This is an optimization exercise on Yosys and OpenROAD, whose aim is small area, a short achievable clock period and few clock cycles, not a production implementation. RTL that was checked went through simulation tests only; none was proved equivalent to the original. Power and IR drop assume default switching activity.

## qr_decode
module qr_decode(
    input clk,
    input srstn,
    input qr_decode_start,
    input sram_rdata,
    output [11:0] sram_raddr,
    output reg decode_valid,
    output reg [7:0] decode_jis8_code,
    output reg qr_decode_finish
  );
Size in the first run: roughly 210 cells after synthesis, ~34 flip-flops, ~26 I/O pins, roughly 0.0017 sq mm of cells after synthesis.
==> module qr_decode, before the edit <==
module qr_decode(
    input clk,
    input srstn,
    input qr_decode_start,
    input sram_rdata,
    output [11:0] sram_raddr,
    output reg decode_valid,
    output reg [7:0] decode_jis8_code,
    output reg qr_decode_finish
  );
  reg [4:0] r, c;       
  reg R1, R2;           
  reg [2:0] m;          
  reg [2:0] b;          
  reg [4:0] nb;         
  reg hdr;              
  assign sram_raddr = {1'b0, r, 1'b0, c};
  wire fmt = ~c[4] & ~c[3];
  wire up = c[1];
  wire at_top = c[4] ? (~r[4] & ~r[2] & ~r[1]) : ~(r[4] | r[3] | r[2] | r[1] | r[0]);   
  wire at_bot = r[4] & r[3];                                                           
  wire turn = c[0] & (up ? at_top : at_bot);
  wire sk6 = ~r[4] & ~r[3] & r[2] & r[0] & ~(r[1] ^ up);                  
  wire al_up = c[4] & ~c[2] & up & r[4] & ~r[3] & r[2] & ~r[1] & r[0];     
  wire al_dn = c[4] & ~c[2] & ~up & ~r[4] & r[3] & r[2] & r[1] & r[0];    
  wire al = al_up | al_dn;
  wire x = sk6 | al;
  wire [3:0] d = r[3:0] ^ {4{up}};
  wire t1 = d[0], t2 = d[1] & d[0], t3 = d[2] & t2, t4 = d[3] & t3;      
  wire [4:0] rt = {t4 | al, t3 | al, t2 & ~x, t1 | x, ~x};                
  wire rowmove = ~fmt & c[0] & ~turn;
  wire [4:0] frow = {{4{fmt & c[2]}}, 1'b0};                                
  wire [4:0] nr = r ^ (rowmove ? rt : frow);
  wire alc = ~c[4] & c[3] & c[2] & c[1] & c[0] & r[4] & ~r[3] & ~(r[2] & r[1]) & (r[2] | r[1] | r[0]);
  wire hold = c[0] & (turn | alc);
  wire [3:1] e = c[3:1] ^ {3{~c[0]}};
  wire [4:0] tc = {e[3] & e[2] & e[1], e[2] & e[1], e[1], 1'b1, 1'b1};   
  wire [4:0] tf = c[2] ? 5'b11100 : c[0] ? 5'b00111 : {4'b0, qr_decode_start};
  wire [4:0] tcol = fmt ? tf : hold ? {4'b0, ~alc} : tc;
  wire [4:0] nc = c ^ tcol;
  wire R0 = ~R1 & ~R2;
  wire rdn = up ^ sk6;
  wire nR1 = fmt ? (R1 | c[2]) : (rowmove & ~al) ? (rdn ? R2 : R0) : R1;
  wire nR2 = fmt ? R2 & ~c[2] : (rowmove & ~al) ? (rdn ? R0 : R1) : R2;
  wire C0 = (~c[0] & ~c[1] & c[3]) | (~c[0] & c[1] & ~c[2]) | (c[0] & c[1] & c[2] & ~c[4]) | (c[0] & ~c[1] & c[2] & ~c[3]);
  wire C1 = (c[0] & ~c[1] & c[3]) | (~c[0] & c[1] & c[2] & c[4]) | (c[0] & c[1] & ~c[2] & c[4]) | (~c[0] & ~c[1] & ~c[2] & ~c[3]);
  wire C2 = ~C0 & ~C1;
  wire C3o = (c[1] & c[2] & ~c[3]) | (~c[1] & ~c[2] & ~c[3]) | (c[0] & c[1] & c[3]) | (c[0] & ~c[1] & ~c[3]);   
  wire a = r[0] & c[0];
  wire s = r[0] ^ c[0];
  wire q0 = R0 | C0;
  wire q1 = (R1 & C1) | (R2 & C2);
  wire z3 = (R0 & C0) | (R1 & C2) | (R2 & C1);
  reg mk;
  always @* begin
    case (m ^ 3'b101)
      3'd0: mk = ~s;
      3'd1: mk = ~r[0];
      3'd2: mk = C0;
      3'd3: mk = z3;
      3'd4: mk = ~(r[1] ^ C3o);
      3'd5: mk = ~a & q0;
      3'd6: mk = ~(a ^ q1);
      default: mk = ~(s ^ q1);
    endcase
  end
  wire bit_in = sram_rdata ^ mk;
  wire last_bit = (b == 3'd7);
  always @(posedge clk) begin
    if (~srstn) begin
      r <= 5'd8;
      c <= 5'd2;
      R1 <= 1'b0;
      R2 <= 1'b1;
      hdr <= 1'b1;
      decode_valid <= 1'b0;
      qr_decode_finish <= 1'b0;
    end else begin
      r <= nr;
      c <= nc;
      R1 <= nR1;
      R2 <= nR2;
      if (~fmt && last_bit) hdr <= 1'b0;
      decode_valid <= ~hdr & last_bit;
      qr_decode_finish <= ~hdr & ((last_bit & (nb == 5'd1)) | (nb == 5'd0));
    end
    if (fmt) m <= {m[1:0], sram_rdata};
    b <= fmt ? 3'd0 : b + 3'd1;
    if (hdr) nb <= {decode_jis8_code[3:0], bit_in};
    else if (last_bit) nb <= nb - 5'd1;
    decode_jis8_code <= {decode_jis8_code[6:0], bit_in};
  end
endmodule
Settings: LEC_CHECK=0, CAP_MARGIN=20, CORE_MARGIN=2, CORE_UTILIZATION=40, SLEW_MARGIN=20; clock period 9.0 ns.
standard.sh (not shown) runs the stock make flow with config.mk's settings and CLKGATE_MAP_FILE= SYNTH_SCRIPT=/design/flow/synth_recipe.tcl, a recipe that flattens the netlist after the stock synthesis.
==> flow/flow/run.sh <==
#!/bin/bash
# ORFS layout of the design with three changes to how it is made (the
# constraints are unchanged):
#  - synthesis maps the logic with an area-oriented ABC script and without
#    half/full-adder extraction (registers are mapped exactly as before);
#  - ports are buffered with buf_2 instead of the slow delay buffer;
#  - timing repair aims for more setup slack than the clock period needs.
set -euo pipefail
rm -rf myscripts
cp -r "$FLOW_HOME/scripts" myscripts
printf 'strash\ndch -f\namap\ntopo\n' > myscripts/abc_speed.script
export SCRIPTS_DIR="$PWD/myscripts"
export ADDER_MAP_FILE=
export BUFFER_PORTS_ARGS="-buffer_cell sky130_fd_sc_hd__buf_2"
export SETUP_SLACK_MARGIN=6.25
bash standard.sh > standard.log 2>&1
Testbench counts at the start, summed over its fixed seeds: cycles 16,184.
Next try:
--- a/flow/design.v
+++ b/flow/design.v
@@ -26,25 +26,25 @@
   wire al = al_up | al_dn;
   wire x = sk6 | al;
   wire [3:0] d = r[3:0] ^ {4{up}};
   wire t1 = d[0], t2 = d[1] & d[0], t3 = d[2] & t2, t4 = d[3] & t3;      
   wire [4:0] rt = {t4 | al, t3 | al, t2 & ~x, t1 | x, ~x};                
   wire rowmove = ~fmt & c[0] & ~turn;
-  wire [4:0] frow = {{4{fmt & c[2]}}, 1'b0};                                
+  wire [4:0] frow = {{3{fmt & c[2]}}, 1'b0, fmt & c[2]};                   
   wire [4:0] nr = r ^ (rowmove ? rt : frow);
   wire alc = ~c[4] & c[3] & c[2] & c[1] & c[0] & r[4] & ~r[3] & ~(r[2] & r[1]) & (r[2] | r[1] | r[0]);
   wire hold = c[0] & (turn | alc);
   wire [3:1] e = c[3:1] ^ {3{~c[0]}};
   wire [4:0] tc = {e[3] & e[2] & e[1], e[2] & e[1], e[1], 1'b1, 1'b1};   
-  wire [4:0] tf = c[2] ? 5'b11100 : c[0] ? 5'b00111 : {4'b0, qr_decode_start};
+  wire [4:0] tf = c[2] ? 5'b10011 : c[0] ? 5'b00111 : {4'b0, qr_decode_start};
   wire [4:0] tcol = fmt ? tf : hold ? {4'b0, ~alc} : tc;
   wire [4:0] nc = c ^ tcol;
   wire R0 = ~R1 & ~R2;
   wire rdn = up ^ sk6;
-  wire nR1 = fmt ? (R1 | c[2]) : (rowmove & ~al) ? (rdn ? R2 : R0) : R1;
-  wire nR2 = fmt ? R2 & ~c[2] : (rowmove & ~al) ? (rdn ? R0 : R1) : R2;
+  wire nR1 = fmt ? 1'b0 : (rowmove & ~al) ? (rdn ? R2 : R0) : R1;
+  wire nR2 = fmt ? 1'b0 : (rowmove & ~al) ? (rdn ? R0 : R1) : R2;
   wire C0 = (~c[0] & ~c[1] & c[3]) | (~c[0] & c[1] & ~c[2]) | (c[0] & c[1] & c[2] & ~c[4]) | (c[0] & ~c[1] & c[2] & ~c[3]);
   wire C1 = (c[0] & ~c[1] & c[3]) | (~c[0] & c[1] & c[2] & c[4]) | (c[0] & c[1] & ~c[2] & c[4]) | (~c[0] & ~c[1] & ~c[2] & ~c[3]);
   wire C2 = ~C0 & ~C1;
   wire C3o = (c[1] & c[2] & ~c[3]) | (~c[1] & ~c[2] & ~c[3]) | (c[0] & c[1] & c[3]) | (c[0] & ~c[1] & ~c[3]);   
   wire a = r[0] & c[0];
   wire s = r[0] ^ c[0];
@@ -67,27 +67,25 @@
   wire bit_in = sram_rdata ^ mk;
   wire last_bit = (b == 3'd7);
   always @(posedge clk) begin
     if (~srstn) begin
       r <= 5'd8;
       c <= 5'd2;
-      R1 <= 1'b0;
-      R2 <= 1'b1;
       hdr <= 1'b1;
       decode_valid <= 1'b0;
       qr_decode_finish <= 1'b0;
     end else begin
       r <= nr;
       c <= nc;
-      R1 <= nR1;
-      R2 <= nR2;
       if (~fmt && last_bit) hdr <= 1'b0;
       decode_valid <= ~hdr & last_bit;
       qr_decode_finish <= ~hdr & ((last_bit & (nb == 5'd1)) | (nb == 5'd0));
     end
+    R1 <= nR1;
+    R2 <= nR2;
     if (fmt) m <= {m[1:0], sram_rdata};
-    b <= fmt ? 3'd0 : b + 3'd1;
+    b <= fmt ? 3'd3 : b + 3'd1;           
     if (hdr) nb <= {decode_jis8_code[3:0], bit_in};
     else if (last_bit) nb <= nb - 5'd1;
     decode_jis8_code <= {decode_jis8_code[6:0], bit_in};
   end
 endmodule
The changed run produced a clean layout.
Worst hold slack barely changes.
Die area shrinks by 1.8%.
Global-route usage shrinks by 1.4 points.
Wire length falls by 1.7%.
Worst setup slack loses 72 ps.
Critical path depth came out higher by 1.
Non-clock buffer count grows by 8.
Maximum frequency is lower by 2.6%.
Area after synthesis came out lower by 1.9%.
Sequential share of layout area came out lower by 2.7 points.
No functional check of the RTL was part of the second run of this note.

========
## 01-12
qr_decode, a different RTL version from the one above (not shown whole).
Size in the first run: about 34 flip-flops, roughly 26 I/O pins, ~1600 um2 of cells after synthesis.
==> module qr_decode, before the edit <==
module qr_decode(
    input clk,
    input srstn,
    input qr_decode_start,
    input sram_rdata,
    output [11:0] sram_raddr,
    output reg decode_valid,
    output reg [7:0] decode_jis8_code,
    output reg qr_decode_finish
  );
  reg [4:0] r, c;       
  reg R1, R2;           
  reg [2:0] m;          
  reg [2:0] b;          
  reg [4:0] nb;         
  reg hdr;              
  assign sram_raddr = {1'b0, r, 1'b0, c};
  wire fmt = ~c[4] & ~c[3];
  wire up = c[1];
  wire at_top = c[4] ? (~r[4] & ~r[2] & ~r[1]) : ~(r[4] | r[3] | r[2] | r[1] | r[0]);   
  wire at_bot = r[4] & r[3];                                                           
  wire turn = c[0] & (up ? at_top : at_bot);
  wire sk6 = ~r[4] & ~r[3] & r[2] & r[0] & ~(r[1] ^ up);                  
  wire al_up = c[4] & ~c[2] & up & r[4] & ~r[1] & r[0];                   
  wire al_dn = c[4] & ~c[2] & ~up & ~r[4] & r[2] & r[1] & r[0];           
  wire al = al_up | al_dn;
  wire x = sk6 | al;
  wire [3:0] d = r[3:0] ^ {4{up}};
  wire t1 = d[0], t2 = d[1] & d[0], t3 = d[2] & t2, t4 = d[3] & t3;      
  wire [4:0] rt = {t4 | al, t3 | al, t2 & ~x, t1 | x, ~x};                
  wire rowmove = ~fmt & c[0] & ~turn;
  wire [4:0] frow = {{3{fmt & c[2]}}, 1'b0, fmt & c[2]};                   
  wire [4:0] nr = r ^ (rowmove ? rt : frow);
  wire alc = ~c[4] & c[2] & c[1] & r[4] & ~r[3] & ~(r[2] & r[1]) & (r[2] | r[1] | r[0]);
  wire hold = c[0] & (turn | alc);
  wire [3:1] e = c[3:1] ^ {3{~c[0]}};
  wire [4:0] tc = {e[3] & e[2] & e[1], e[2] & e[1], e[1], 1'b1, 1'b1};   
  wire [4:0] tf = c[2] ? 5'b10011 : c[0] ? 5'b00111 : {4'b0, qr_decode_start};
  wire [4:0] tcol = fmt ? tf : hold ? {4'b0, ~alc} : tc;
  wire [4:0] nc = c ^ tcol;
  wire R0 = ~R1 & ~R2;
  wire rdn = up ^ sk6;
  wire nR1 = fmt ? 1'b0 : (rowmove & ~al) ? (rdn ? R2 : R0) : R1;
  wire nR2 = fmt ? 1'b0 : (rowmove & ~al) ? (rdn ? R0 : R1) : R2;
  wire C0 = (~c[0] & ~c[1] & c[3]) | (~c[0] & c[1] & ~c[2]) | (c[0] & c[1] & c[2] & ~c[4]) | (c[0] & ~c[1] & c[2] & ~c[3]);
  wire C1 = (c[0] & ~c[1] & c[3]) | (~c[0] & c[1] & c[2] & c[4]) | (c[0] & c[1] & ~c[2] & c[4]) | (~c[0] & ~c[1] & ~c[2] & ~c[3]);
  wire C2 = ~C0 & ~C1;
  wire C3o = (c[1] & c[2] & ~c[3]) | (~c[1] & ~c[2] & ~c[3]) | (c[0] & c[1] & c[3]) | (c[0] & ~c[1] & ~c[3]);   
  wire a = r[0] & c[0];
  wire s = r[0] ^ c[0];
  wire q0 = R0 | C0;
  wire q1 = (R1 & C1) | (R2 & C2);
  wire z3 = (R0 & C0) | (R1 & C2) | (R2 & C1);
  reg mk;
  always @* begin
    case (m ^ 3'b101)
      3'd0: mk = ~s;
      3'd1: mk = ~r[0];
      3'd2: mk = C0;
      3'd3: mk = z3;
      3'd4: mk = ~(r[1] ^ C3o);
      3'd5: mk = ~a & q0;
      3'd6: mk = ~(a ^ q1);
      default: mk = ~(s ^ q1);
    endcase
  end
  wire bit_in = sram_rdata ^ mk;
  wire last_bit = (b == 3'd7);
  always @(posedge clk) begin
    if (~srstn) begin
      r <= 5'd8;
      c <= 5'd2;
      hdr <= 1'b1;
      decode_valid <= 1'b0;
      qr_decode_finish <= 1'b0;
    end else begin
      r <= nr;
      c <= nc;
      if (~fmt && b == 3'd0) hdr <= 1'b0;    
      decode_valid <= ~hdr & last_bit;
      qr_decode_finish <= ~hdr & ((last_bit & (nb == 5'd1)) | (nb == 5'd0));
    end
    R1 <= nR1;
    R2 <= nR2;
    if (fmt) m <= {m[1:0], sram_rdata};
    b <= fmt ? 3'd3 : b + 3'd1;           
    if (hdr) nb <= decode_jis8_code[4:0];   
    else if (last_bit) nb <= nb - 5'd1;
    decode_jis8_code <= {decode_jis8_code[6:0], bit_in};
  end
endmodule
export LEC_CHECK = 0
export CAP_MARGIN = 20
export CORE_MARGIN = 2
export CORE_UTILIZATION = 40
export SLEW_MARGIN = 20
create_clock -name core_clock -period 9.0 [get_ports {clk}]
==> flow/flow/run.sh <==
#!/bin/bash
# ORFS layout of the design with three changes to how it is made (the
# constraints are unchanged):
#  - synthesis maps the logic with an area-oriented ABC script and without
#    half/full-adder extraction (registers are mapped exactly as before);
#  - ports are buffered with buf_2 instead of the slow delay buffer;
#  - timing repair aims for more setup slack than the clock period needs.
set -euo pipefail
rm -rf myscripts
cp -r "$FLOW_HOME/scripts" myscripts
printf 'strash\ndch -f\namap\ntopo\n' > myscripts/abc_speed.script
export SCRIPTS_DIR="$PWD/myscripts"
export ADDER_MAP_FILE=
export BUFFER_PORTS_ARGS="-buffer_cell sky130_fd_sc_hd__buf_2"
export SETUP_SLACK_MARGIN=6.3
bash standard.sh > standard.log 2>&1
Testbench counts of 01-12, summed over its fixed seeds: cycles 15,800.
Edits applied to the flow inputs when going from 01-12 to 12-17:
--- a/flow/design.v
+++ b/flow/design.v
@@ -19,30 +19,30 @@
   wire up = c[1];
   wire at_top = c[4] ? (~r[4] & ~r[2] & ~r[1]) : ~(r[4] | r[3] | r[2] | r[1] | r[0]);   
   wire at_bot = r[4] & r[3];                                                           
   wire turn = c[0] & (up ? at_top : at_bot);
   wire sk6 = ~r[4] & ~r[3] & r[2] & r[0] & ~(r[1] ^ up);                  
-  wire al_up = c[4] & ~c[2] & up & r[4] & ~r[1] & r[0];                   
-  wire al_dn = c[4] & ~c[2] & ~up & ~r[4] & r[2] & r[1] & r[0];           
+  wire al_up = c[4] & ~c[2] & up & r[4] & ~r[3] & r[2] & ~r[1] & r[0];     
+  wire al_dn = c[4] & ~c[2] & ~up & ~r[4] & r[3] & r[2] & r[1] & r[0];    
   wire al = al_up | al_dn;
   wire x = sk6 | al;
   wire [3:0] d = r[3:0] ^ {4{up}};
   wire t1 = d[0], t2 = d[1] & d[0], t3 = d[2] & t2, t4 = d[3] & t3;      
   wire [4:0] rt = {t4 | al, t3 | al, t2 & ~x, t1 | x, ~x};                
   wire rowmove = ~fmt & c[0] & ~turn;
-  wire [4:0] frow = {{3{fmt & c[2]}}, 1'b0, fmt & c[2]};                   
+  wire [4:0] frow = {{4{fmt & c[2]}}, 1'b0};                                
   wire [4:0] nr = r ^ (rowmove ? rt : frow);
-  wire alc = ~c[4] & c[2] & c[1] & r[4] & ~r[3] & ~(r[2] & r[1]) & (r[2] | r[1] | r[0]);
+  wire alc = ~c[4] & c[3] & c[2] & c[1] & c[0] & r[4] & ~r[3] & ~(r[2] & r[1]) & (r[2] | r[1] | r[0]);
   wire hold = c[0] & (turn | alc);
   wire [3:1] e = c[3:1] ^ {3{~c[0]}};
   wire [4:0] tc = {e[3] & e[2] & e[1], e[2] & e[1], e[1], 1'b1, 1'b1};   
-  wire [4:0] tf = c[2] ? 5'b10011 : c[0] ? 5'b00111 : {4'b0, qr_decode_start};
+  wire [4:0] tf = c[2] ? 5'b11100 : c[0] ? 5'b00111 : {4'b0, qr_decode_start};
   wire [4:0] tcol = fmt ? tf : hold ? {4'b0, ~alc} : tc;
   wire [4:0] nc = c ^ tcol;
   wire R0 = ~R1 & ~R2;
   wire rdn = up ^ sk6;
-  wire nR1 = fmt ? 1'b0 : (rowmove & ~al) ? (rdn ? R2 : R0) : R1;
+  wire nR1 = fmt ? 1'b1 : (rowmove & ~al) ? (rdn ? R2 : R0) : R1;
   wire nR2 = fmt ? 1'b0 : (rowmove & ~al) ? (rdn ? R0 : R1) : R2;
   wire C0 = (~c[0] & ~c[1] & c[3]) | (~c[0] & c[1] & ~c[2]) | (c[0] & c[1] & c[2] & ~c[4]) | (c[0] & ~c[1] & c[2] & ~c[3]);
   wire C1 = (c[0] & ~c[1] & c[3]) | (~c[0] & c[1] & c[2] & c[4]) | (c[0] & c[1] & ~c[2] & c[4]) | (~c[0] & ~c[1] & ~c[2] & ~c[3]);
   wire C2 = ~C0 & ~C1;
   wire C3o = (c[1] & c[2] & ~c[3]) | (~c[1] & ~c[2] & ~c[3]) | (c[0] & c[1] & c[3]) | (c[0] & ~c[1] & ~c[3]);   
@@ -74,18 +74,18 @@
       decode_valid <= 1'b0;
       qr_decode_finish <= 1'b0;
     end else begin
       r <= nr;
       c <= nc;
-      if (~fmt && b == 3'd0) hdr <= 1'b0;    
+      if (~fmt && last_bit) hdr <= 1'b0;
       decode_valid <= ~hdr & last_bit;
       qr_decode_finish <= ~hdr & ((last_bit & (nb == 5'd1)) | (nb == 5'd0));
     end
     R1 <= nR1;
     R2 <= nR2;
     if (fmt) m <= {m[1:0], sram_rdata};
-    b <= fmt ? 3'd3 : b + 3'd1;           
-    if (hdr) nb <= decode_jis8_code[4:0];   
+    b <= fmt ? 3'd0 : b + 3'd1;
+    if (hdr) nb <= {decode_jis8_code[3:0], bit_in};
     else if (last_bit) nb <= nb - 5'd1;
     decode_jis8_code <= {decode_jis8_code[6:0], bit_in};
   end
 endmodule
### Flow results
Compared 12-17 against 01-12; register area share after synthesis within noise. Looking at largest net degree at the start of global routing across 12-17 and 01-12, the one that comes out lower is 12-17. Overall global routing resource usage delta for 12-17 relative to 01-12: 0.66 points higher. Relative to 01-12, the sequential share of layout area of 12-17 is lower by 1.6 points. 12-17 against 01-12: share of the clock period used by the worst path shows an increase of 0.25 points, achievable clock frequency shows a reduction of about 0.8%. Area after synthesis: 01-12 vs 12-17, no meaningful difference. NOTE: number of ordinary and repair buffers in the finished layout in 12-17 exceeds that of 01-12. In 12-17 relative to 01-12, final area had gone up by a few percent. 12-17 ends up with higher net count of the finished layout than 01-12 does. Total power, 12-17 and 01-12: larger value in 12-17. For the net switching power of the design, 12-17 came in 14% higher than 01-12 did. Clock latency at the later pin of the worst-skew pair across 12-17 and 01-12: no real change.
Only the layout flow was run in 12-17; the RTL was not checked for function there.

## static timing again, ports no longer ideal
The flow's constraints put no driver on any port. The routed layouts listed below were extracted and timed again, unchanged, in two steps.
Step 1 sets driving cells, clkbuf_16 on the clock port and buf_2 on the other inputs (assumed; they add their load-dependent delay and slew).
Step 2 also shifts input and output timing later by t, the mid clock arrival at the registers, as if the neighbouring blocks saw the same clock.
Slacks: ideal / step 1 / step 2; pairs: ideal / step 1.
run	shift t [ns]	setup WS [ns]	worst register clock-pin slew, ns
the first run of note 1	0.306	6.335 / 6.308 / 6.104	0.07 / 0.07
the second run of note 1	0.309	6.263 / 6.238 / 6.127	0.08 / 0.08
01-12	0.309	6.323 / 6.297 / 6.207	0.07 / 0.07
12-17	0.306	6.300 / 6.276 / 6.179	0.07 / 0.07
After both steps every run listed still meets setup and hold. The setup slack of the first run of note 1, which loses most, moves by -0.027 ns with the drivers and by -0.231 ns with both steps.
